This is an optimization exercise on Yosys and OpenROAD, whose aim is small area, a short achievable clock period and few clock cycles, not a production implementation. At most, simulation tests tie the RTL to the original design; equivalence was not proved.

==> inputs of v17 <==
// alu_top
module alu_top(
    input wire clk,
    input wire reset,
    input wire [7:0] operand_a,
    input wire [7:0] operand_b,
    input wire [1:0] operation,
    input wire start,
    output reg [15:0] result,
    output wire ready,
    output reg overflow,
    output reg zero
);
==> module alu_top, before the edit <==
module alu_top(
    input wire clk,
    input wire reset,
    input wire [7:0] operand_a,
    input wire [7:0] operand_b,
    input wire [1:0] operation,
    input wire start,
    output reg [15:0] result,
    output wire ready,
    output reg overflow,
    output reg zero
);
    wire [7:0] a = operand_a;
    wire [7:0] b = operand_b;
    wire is_mul_in = operation[1] & ~operation[0];
    function [9:0] brow(input [7:0] m, input one, input two, input neg, input ext);
        reg [9:0] m1, m2;
        begin
            m1 = {{2{ext & m[7]}}, m};
            m2 = {ext & m[7], m, 1'b0};
            brow = (({10{one}} & m1) | ({10{two}} & m2)) ^ {10{neg}};
        end
    endfunction
    function [2:0] benc(input [2:0] x);
        benc = {x[1] ^ x[0], (x[2] & ~x[1] & ~x[0]) | (~x[2] & x[1] & x[0]), x[2]};
    endfunction
    reg busy;           
    reg is_div;         
    reg [1:0] cnt;      
    reg flag;           
    reg [7:0] M;        
    reg [16:0] W;       
    wire [2:0] e0 = benc({a[1:0], 1'b0});
    wire u1_one = is_mul_in ? e0[2] : 1'b1;
    wire u1_two = is_mul_in & e0[1];
    wire u1_neg = is_mul_in ? e0[0] : operation[0];
    wire [9:0] A1 = is_mul_in ? 10'd0 : {2'b00, a};
    wire [9:0] B1 = brow(b, u1_one, u1_two, u1_neg, is_mul_in);
    wire [10:0] S1 = {1'b0, A1} + {1'b0, B1} + {10'd0, u1_neg};
    wire [7:0] s = S1[7:0];
    wire as_ov = (a[7] == (b[7] ^ operation[0])) && (s[7] != a[7]);
    wire lt = S1[9];                                 
    wire [2:0] e1 = benc(a[3:1]);
    wire [9:0] A2 = {{2{S1[9]}}, S1[9:2]};
    wire [9:0] B2 = brow(b, e1[2], e1[1], e1[0], 1'b1);
    wire [10:0] S2 = {1'b0, A2} + {1'b0, B2} + {10'd0, e1[0]};
    wire [11:0] p01 = {S2[9:0], S1[1:0]};            
    wire lt2 = {1'b0, a} < {b, 1'b0};                
    wire bz = (b == 8'd0);
    reg [3:0] t;
    always @(*) begin
        case ({a[7:6], b[1:0]})
            4'b0000: t = 4'b1100;
            4'b0001: t = 4'b0000;
            4'b0010: t = 4'b0000;
            4'b0011: t = 4'b0000;
            4'b0100: t = 4'b1101;
            4'b0101: t = 4'b0100;
            4'b0110: t = 4'b0001;
            4'b0111: t = 4'b0001;
            4'b1000: t = 4'b1110;
            4'b1001: t = 4'b1000;
            4'b1010: t = 4'b0100;
            4'b1011: t = 4'b0010;
            4'b1100: t = 4'b1111;
            4'b1101: t = 4'b1100;
            4'b1110: t = 4'b0101;
            4'b1111: t = 4'b0100;
            default: t = 4'b0000;
        endcase
    end
    wire bh = |b[7:2];
    wire q7 = ~bh & t[3];
    wire q6 = ~bh & t[2];
    wire [1:0] r2 = bh ? a[7:6] : t[1:0];
    wire [7:0] R = W[15:8];
    wire [7:0] QL = W[7:0];
    wire [11:0] P = W[11:0];
    wire [4:0] ah = W[16:12];                        
    wire [2:0] e2 = benc(ah[2:0]);
    wire [2:0] e3 = benc(ah[4:2]);
    wire d1_one = is_div | e2[2];
    wire d1_two = ~is_div & e2[1];
    wire d1_neg = is_div | e2[0];
    wire [9:0] DA1 = is_div ? {1'b0, R, QL[7]} : {{2{P[11]}}, P[11:4]};
    wire [9:0] DB1 = brow(M, d1_one, d1_two, d1_neg, ~is_div);
    wire [10:0] T1 = {1'b0, DA1} + {1'b0, DB1} + {10'd0, d1_neg};
    wire qa = ~T1[9];
    wire [7:0] Ra = qa ? T1[7:0] : {R[6:0], QL[7]};
    wire d2_one = is_div | e3[2];
    wire d2_two = ~is_div & e3[1];
    wire d2_neg = is_div | e3[0];
    wire [9:0] DA2 = is_div ? {1'b0, Ra, QL[6]} : {{2{T1[9]}}, T1[9:2]};
    wire [9:0] DB2 = brow(M, d2_one, d2_two, d2_neg, ~is_div);
    wire [10:0] T2 = {1'b0, DA2} + {1'b0, DB2} + {10'd0, d2_neg};
    wire qb = ~T2[9];
    wire [7:0] Rb = qb ? T2[7:0] : {Ra[6:0], QL[6]};
    wire [15:0] div_res = {Rb, QL[5:0], qa, qb};
    wire [15:0] mul_res = {T2[9:0], T1[1:0], P[3:0]};
    wire fast = ~operation[1] | (operation[0] & lt2);
    wire last = busy & (~is_div | cnt[1]);
    assign ready = (start & fast) | last;
    always @(posedge clk or posedge reset) begin
        if (reset) busy <= 1'b0;
        else busy <= busy ? ~last : (start & ~fast);
    end
    always @(posedge clk) begin
        if (!busy) begin
            M <= b;
            is_div <= operation[0];
            cnt <= 2'd0;
            flag <= bz | (~operation[0] & (a == 8'd0));
            W <= operation[0] ? {1'b0, 6'b0, r2, a[5:0], q7, q6} : {a[7:3], p01};
        end else begin
            cnt <= cnt + 2'd1;
            W <= {1'b0, div_res};
        end
    end
    always @(*) begin
        if (busy) begin
            if (is_div) begin
                result = div_res;
                overflow = flag;
                zero = 1'b0;
            end else begin
                result = mul_res;
                overflow = 1'b0;
                zero = flag;
            end
        end else if (operation[1]) begin
            result = lt ? {a, 8'h00} : {s, 8'h01};
            overflow = 1'b0;
            zero = lt;
        end else begin
            result = {{8{s[7]}}, s};
            overflow = as_ov;
            zero = (s == 8'd0);
        end
    end
endmodule
export LEC_CHECK = 0
export ABC_AREA = 1
export CAP_MARGIN = 20
export CORE_MARGIN = 2
export CORE_UTILIZATION = 40
export CTS_BUF_LIST = sky130_fd_sc_hd__clkbuf_8
export SETUP_SLACK_MARGIN = 0.7
export SLEW_MARGIN = 20
create_clock -name core_clock -period 7.0 [get_ports {clk}]
standard.sh (not shown) runs the stock make flow with config.mk's settings and CLKGATE_MAP_FILE= SYNTH_SCRIPT=/design/flow/synth_recipe.tcl, a recipe that flattens the netlist after the stock synthesis.
==> flow/flow/run.sh <==
#!/bin/bash
# Standard layout, with the port buffers made of sky130_fd_sc_hd__buf_2 cells
# (buffer_ports otherwise picks the slow clkdlybuf4s50_1). Every port is still buffered.
set -euo pipefail
export BUFFER_PORTS_ARGS="-buffer_cell sky130_fd_sc_hd__buf_2"
bash standard.sh > standard.log 2>&1
==> v32: changes against v17 <==
--- a/flow/design.v
+++ b/flow/design.v
@@ -31,3 +31,3 @@
     reg [7:0] M;        
-    reg [16:0] W;       
+    reg [19:0] W;       
     wire [2:0] e0 = benc({a[1:0], 1'b0});
@@ -49,28 +49,7 @@
     wire bz = (b == 8'd0);
-    reg [3:0] t;
-    always @(*) begin
-        case ({a[7:6], b[1:0]})
-            4'b0000: t = 4'b1100;
-            4'b0001: t = 4'b0000;
-            4'b0010: t = 4'b0000;
-            4'b0011: t = 4'b0000;
-            4'b0100: t = 4'b1101;
-            4'b0101: t = 4'b0100;
-            4'b0110: t = 4'b0001;
-            4'b0111: t = 4'b0001;
-            4'b1000: t = 4'b1110;
-            4'b1001: t = 4'b1000;
-            4'b1010: t = 4'b0100;
-            4'b1011: t = 4'b0010;
-            4'b1100: t = 4'b1111;
-            4'b1101: t = 4'b1100;
-            4'b1110: t = 4'b0101;
-            4'b1111: t = 4'b0100;
-            default: t = 4'b0000;
-        endcase
-    end
-    wire bh = |b[7:2];
-    wire q7 = ~bh & t[3];
-    wire q6 = ~bh & t[2];
-    wire [1:0] r2 = bh ? a[7:6] : t[1:0];
+    wire q7 = ({7'b0, a[7]} >= b);
+    wire r1 = (q7 & ~bz) ? 1'b0 : a[7];
+    wire [1:0] x2 = {r1, a[6]};
+    wire q6 = ({6'b0, x2} >= b);
+    wire [1:0] r2 = q6 ? (x2 - b[1:0]) : x2;
     wire [7:0] R = W[15:8];
@@ -78,10 +57,10 @@
     wire [11:0] P = W[11:0];
-    wire [4:0] ah = W[16:12];                        
-    wire [2:0] e2 = benc(ah[2:0]);
-    wire [2:0] e3 = benc(ah[4:2]);
-    wire d1_one = is_div | e2[2];
-    wire d1_two = ~is_div & e2[1];
-    wire d1_neg = is_div | e2[0];
+    wire [2:0] ah = W[14:12];                        
+    wire [2:0] e3 = benc(ah);
+    wire [3:0] dc = W[19:16];                        
+    wire d1_one = dc[3];
+    wire d1_two = dc[2];
+    wire d1_neg = dc[1];
     wire [9:0] DA1 = is_div ? {1'b0, R, QL[7]} : {{2{P[11]}}, P[11:4]};
-    wire [9:0] DB1 = brow(M, d1_one, d1_two, d1_neg, ~is_div);
+    wire [9:0] DB1 = brow(M, d1_one, d1_two, d1_neg, dc[0]);
     wire [10:0] T1 = {1'b0, DA1} + {1'b0, DB1} + {10'd0, d1_neg};
@@ -112,6 +91,6 @@
             flag <= bz | (~operation[0] & (a == 8'd0));
-            W <= operation[0] ? {1'b0, 6'b0, r2, a[5:0], q7, q6} : {a[7:3], p01};
+            W <= operation[0] ? {4'b1010, 6'b0, r2, a[5:0], q7, q6} : {benc(a[5:3]), 1'b1, 1'b0, a[7:5], p01};
         end else begin
             cnt <= cnt + 2'd1;
-            W <= {1'b0, div_res};
+            W <= {4'b1010, div_res};
         end
- SETUP_SLACK_MARGIN: 0.7 -> 0.2
==> v25: changes against v17 <==
==> flow/design.v (replaced) <==
module alu_top(
    input wire clk,
    input wire reset,
    input wire [7:0] operand_a,
    input wire [7:0] operand_b,
    input wire [1:0] operation,
    input wire start,
    output reg [15:0] result,
    output wire ready,
    output reg overflow,
    output reg zero
);
    wire [7:0] a = operand_a;
    wire [7:0] b = operand_b;
    function [9:0] brow(input [7:0] m, input one, input two, input neg, input ext);
        reg [9:0] m1, m2;
        begin
            m1 = {{2{ext & m[7]}}, m};
            m2 = {ext & m[7], m, 1'b0};
            brow = (({10{one}} & m1) | ({10{two}} & m2)) ^ {10{neg}};
        end
    endfunction
    function [2:0] benc(input [2:0] x);
        benc = {x[1] ^ x[0], (x[2] & ~x[1] & ~x[0]) | (~x[2] & x[1] & x[0]), x[2]};
    endfunction
    reg busy;           
    reg is_div;         
    reg [1:0] cnt;      
    reg flag;           
    reg [7:0] M;        
    reg [16:0] W;       
    wire [7:0] R = W[15:8];
    wire [7:0] QL = W[7:0];
    wire [13:0] P = W[13:0];                         
    wire [2:0] e3 = W[16:14];
    wire [9:0] B1 = {2'b00, b} ^ {10{operation[0]}};
    wire [10:0] S1 = {3'b000, a} + {1'b0, B1} + {10'd0, operation[0]};
    wire [7:0] s = S1[7:0];
    wire as_ov = (a[7] == (b[7] ^ operation[0])) && (s[7] != a[7]);
    wire lt = S1[9];                                 
    wire lt2 = {1'b0, a} < {b, 1'b0};                
    wire [2:0] e0 = benc({a[1:0], 1'b0});
    wire [2:0] e1 = benc(a[3:1]);
    wire [2:0] e2 = benc(a[5:3]);
    wire [9:0] r0 = brow(b, e0[2], e0[1], e0[0], 1'b1);
    wire [9:0] r1 = brow(b, e1[2], e1[1], e1[0], 1'b1);
    wire [9:0] r2 = brow(b, e2[2], e2[1], e2[0], 1'b1);
    wire [13:0] mx = {{4{r0[9]}}, r0};
    wire [13:0] my = {{2{r1[9]}}, r1, 1'b0, e0[0]};
    wire [13:0] mz = {r2, 1'b0, e1[0], 2'b00};
    wire [13:0] mv = {7'b0, a[7], 1'b0, e2[0], 4'b0};
    wire [13:0] s1 = mx ^ my ^ mz;
    wire [13:0] k1 = {(mx[12:0] & my[12:0]) | (mx[12:0] & mz[12:0]) | (my[12:0] & mz[12:0]), 1'b0};
    wire [13:0] s2 = s1 ^ k1 ^ mv;
    wire [13:0] k2 = {(s1[12:0] & k1[12:0]) | (s1[12:0] & mv[12:0]) | (k1[12:0] & mv[12:0]), 1'b0};
    wire bz = (b == 8'd0);
    wire q7 = ({7'b0, a[7]} >= b);
    wire r7 = q7 ? (a[7] - b[0]) : a[7];
    wire [1:0] x6 = {r7, a[6]};
    wire q6 = ({6'b0, x6} >= b);
    wire [1:0] r6 = q6 ? (x6 - b[1:0]) : x6;
    wire [2:0] x5 = {r6, a[5]};
    wire q5 = ({5'b0, x5} >= b);
    wire [2:0] r5 = q5 ? (x5 - b[2:0]) : x5;
    wire d_one = is_div | e3[2];
    wire d_two = ~is_div & e3[1];
    wire d_neg = is_div | e3[0];
    wire [9:0] DA = is_div ? {1'b0, R, QL[7]} : {{2{P[13]}}, P[13:6]};
    wire [9:0] DB = brow(M, d_one, d_two, d_neg, ~is_div);
    wire [10:0] T = {1'b0, DA} + {1'b0, DB} + {10'd0, is_div};
    wire qa = ~T[9];
    wire [7:0] Ra = qa ? T[7:0] : {R[6:0], QL[7]};
    wire [11:0] A2 = busy ? {3'b000, Ra, QL[6]} : s2[13:2];
    wire [11:0] B2 = busy ? {4'b1111, ~M} : k2[13:2];
    wire [12:0] S2 = {1'b0, A2} + {1'b0, B2} + {12'd0, busy};
    wire qb = ~S2[11];
    wire [7:0] Rb = qb ? S2[7:0] : {Ra[6:0], QL[6]};
    wire [13:0] p012 = {S2[11:0], s2[1:0]};
    wire fast = ~operation[1] | (operation[0] & lt2);
    wire last = busy & (~is_div | cnt[1]);
    assign ready = (start & fast) | last;
    always @(posedge clk or posedge reset) begin
        if (reset) busy <= 1'b0;
        else busy <= busy ? ~last : (start & ~fast);
    end
    always @(posedge clk) begin
        if (!busy) begin
            M <= b;
            is_div <= operation[0];
            cnt <= 2'd0;
            flag <= bz | (~operation[0] & (a == 8'd0));
            W <= operation[0] ? {1'b0, 5'b0, r5, a[4:0], q7, q6, q5} : {benc(a[7:5]), p012};
        end else begin
            cnt <= cnt + 2'd1;
            W <= {1'b0, Rb, QL[5:0], qa, qb};
        end
    end
    always @(*) begin
        if (busy) begin
            if (is_div) begin
                result = {Ra, QL[6:0], qa};
                overflow = flag;
                zero = 1'b0;
            end else begin
                result = {T[9:0], P[5:0]};
                overflow = 1'b0;
                zero = flag;
            end
        end else if (operation[1]) begin
            result = lt ? {a, 8'h00} : {s, 8'h01};
            overflow = 1'b0;
            zero = lt;
        end else begin
            result = {{8{s[7]}}, s};
            overflow = as_ov;
            zero = (s == 8'd0);
        end
    end
endmodule
- CORE_UTILIZATION: 40 -> 70
- SETUP_SLACK_MARGIN: 0.7 -> 0.2
==> v28: changes against v17 <==
- CAP_MARGIN: 20 -> 0
- CORE_UTILIZATION: 40 -> 70
- SETUP_SLACK_MARGIN: 0.7 -> 0.2
- SLEW_MARGIN: 20 -> 0
==> comparison <==
Cell area: v28 < v32 < v25 < v17. In v28 the clock skew is lower than in v25, by 0.0074 ns. Final cell count: v32 > v25 > v17 > v28. Critical path depth: v25 < v32 < v28 < v17. The lowest register-to-register slack belongs to v25, the highest to v32. The highest non-clock buffer count belongs to v17, the lowest to v25. The lowest via count belongs to v28, the highest to v25. Die area: v28 < v25 < v17 < v32.
==> figures <==
	v28	v32	v25	v17
Clock buffer instance count of the final layout	6	5	5	5
Effective utilization at floorplan	72.6%	40.6%	71.6%	40.7%
Critical-path top delay cell	fa_1	edfxtp_1	edfxtp_1	edfxtp_1
Capture instance of the worst register-to-register path	W[11]	W[10]	W[15]	W[8]
Final critical-path required period	6.32 ns	6.32 ns	5.64 ns	6.27 ns
Cell count of the worst reg-to-reg path	28	26	27	29
Post-Syn Area	4610 µm²	4830 µm²	5140 µm²	4610 µm²
Fraction of standard cell area that is sequential	14.3%	14.5%	12.9%	12.3%
Layout cells sized above 1	14.1%	11.1%	9.66%	27.6%
Setup WS post-layout	0.680 ns	0.685 ns	1.36 ns	0.730 ns
Chip Height	85.2 µm	114 µm	89.7 µm	111 µm
Top fanout value on the critical path	26	14	25	26
WL met1	5.21 mm	6.86 mm	6.34 mm	7.11 mm
Clock-cell share of area	1.85%	2.19%	1.51%	1.47%
Outcome	complete, no violations	complete, no violations	complete, no violations	complete, no violations
Buffer count from post-CTS setup fixing	0	0	0	5
Worst-path clk slew	0.06 ns	0.07 ns	0.07 ns	0.07 ns
Testbench counts of v17, summed over its fixed seeds: cycles 4,589.
Testbench counts of v25, summed over its fixed seeds: cycles 4,589.
Testbench counts of v28, summed over its fixed seeds: cycles 4,589.
Only the layout flow was run in v32; the RTL was not checked for function there.

==> re-timing with driven ports <==
The flow's constraints put no driver on any port. The routed layouts listed below were extracted and timed again, unchanged, in two steps. Step 1 assumes that a clkbuf_16 drives the clock port and a buf_2 every other input. Step 2 adds t to the input delays and takes it off the output delays; t is the mean of the earliest and latest rising clock arrival at the registers after step 1. Input paths then give back, and output paths get back, about the clock's delay inside the block. Three values: ideal, step 1, step 2; two values: the first two.
run | t (ns) | setup slack, ns | worst setup path at the end | slew at the worst register clock pin (ns)
v17 | 0.309 | 0.730 / 0.697 / 1.006 | register to output | 0.07 / 0.07
v32 | 0.326 | 0.685 / 0.655 / 0.833 | input to output | 0.08 / 0.08
v25 | 0.309 | 1.365 / 1.337 / 1.363 | input to register | 0.08 / 0.08
v28 | 0.305 | 0.680 / 0.653 / 0.843 | input to output | 0.06 / 0.06
After both steps every run listed still meets setup and hold. For v25, which loses most, drivers alone change the setup slack by -0.028 ns; drivers and shift together by -0.002 ns.
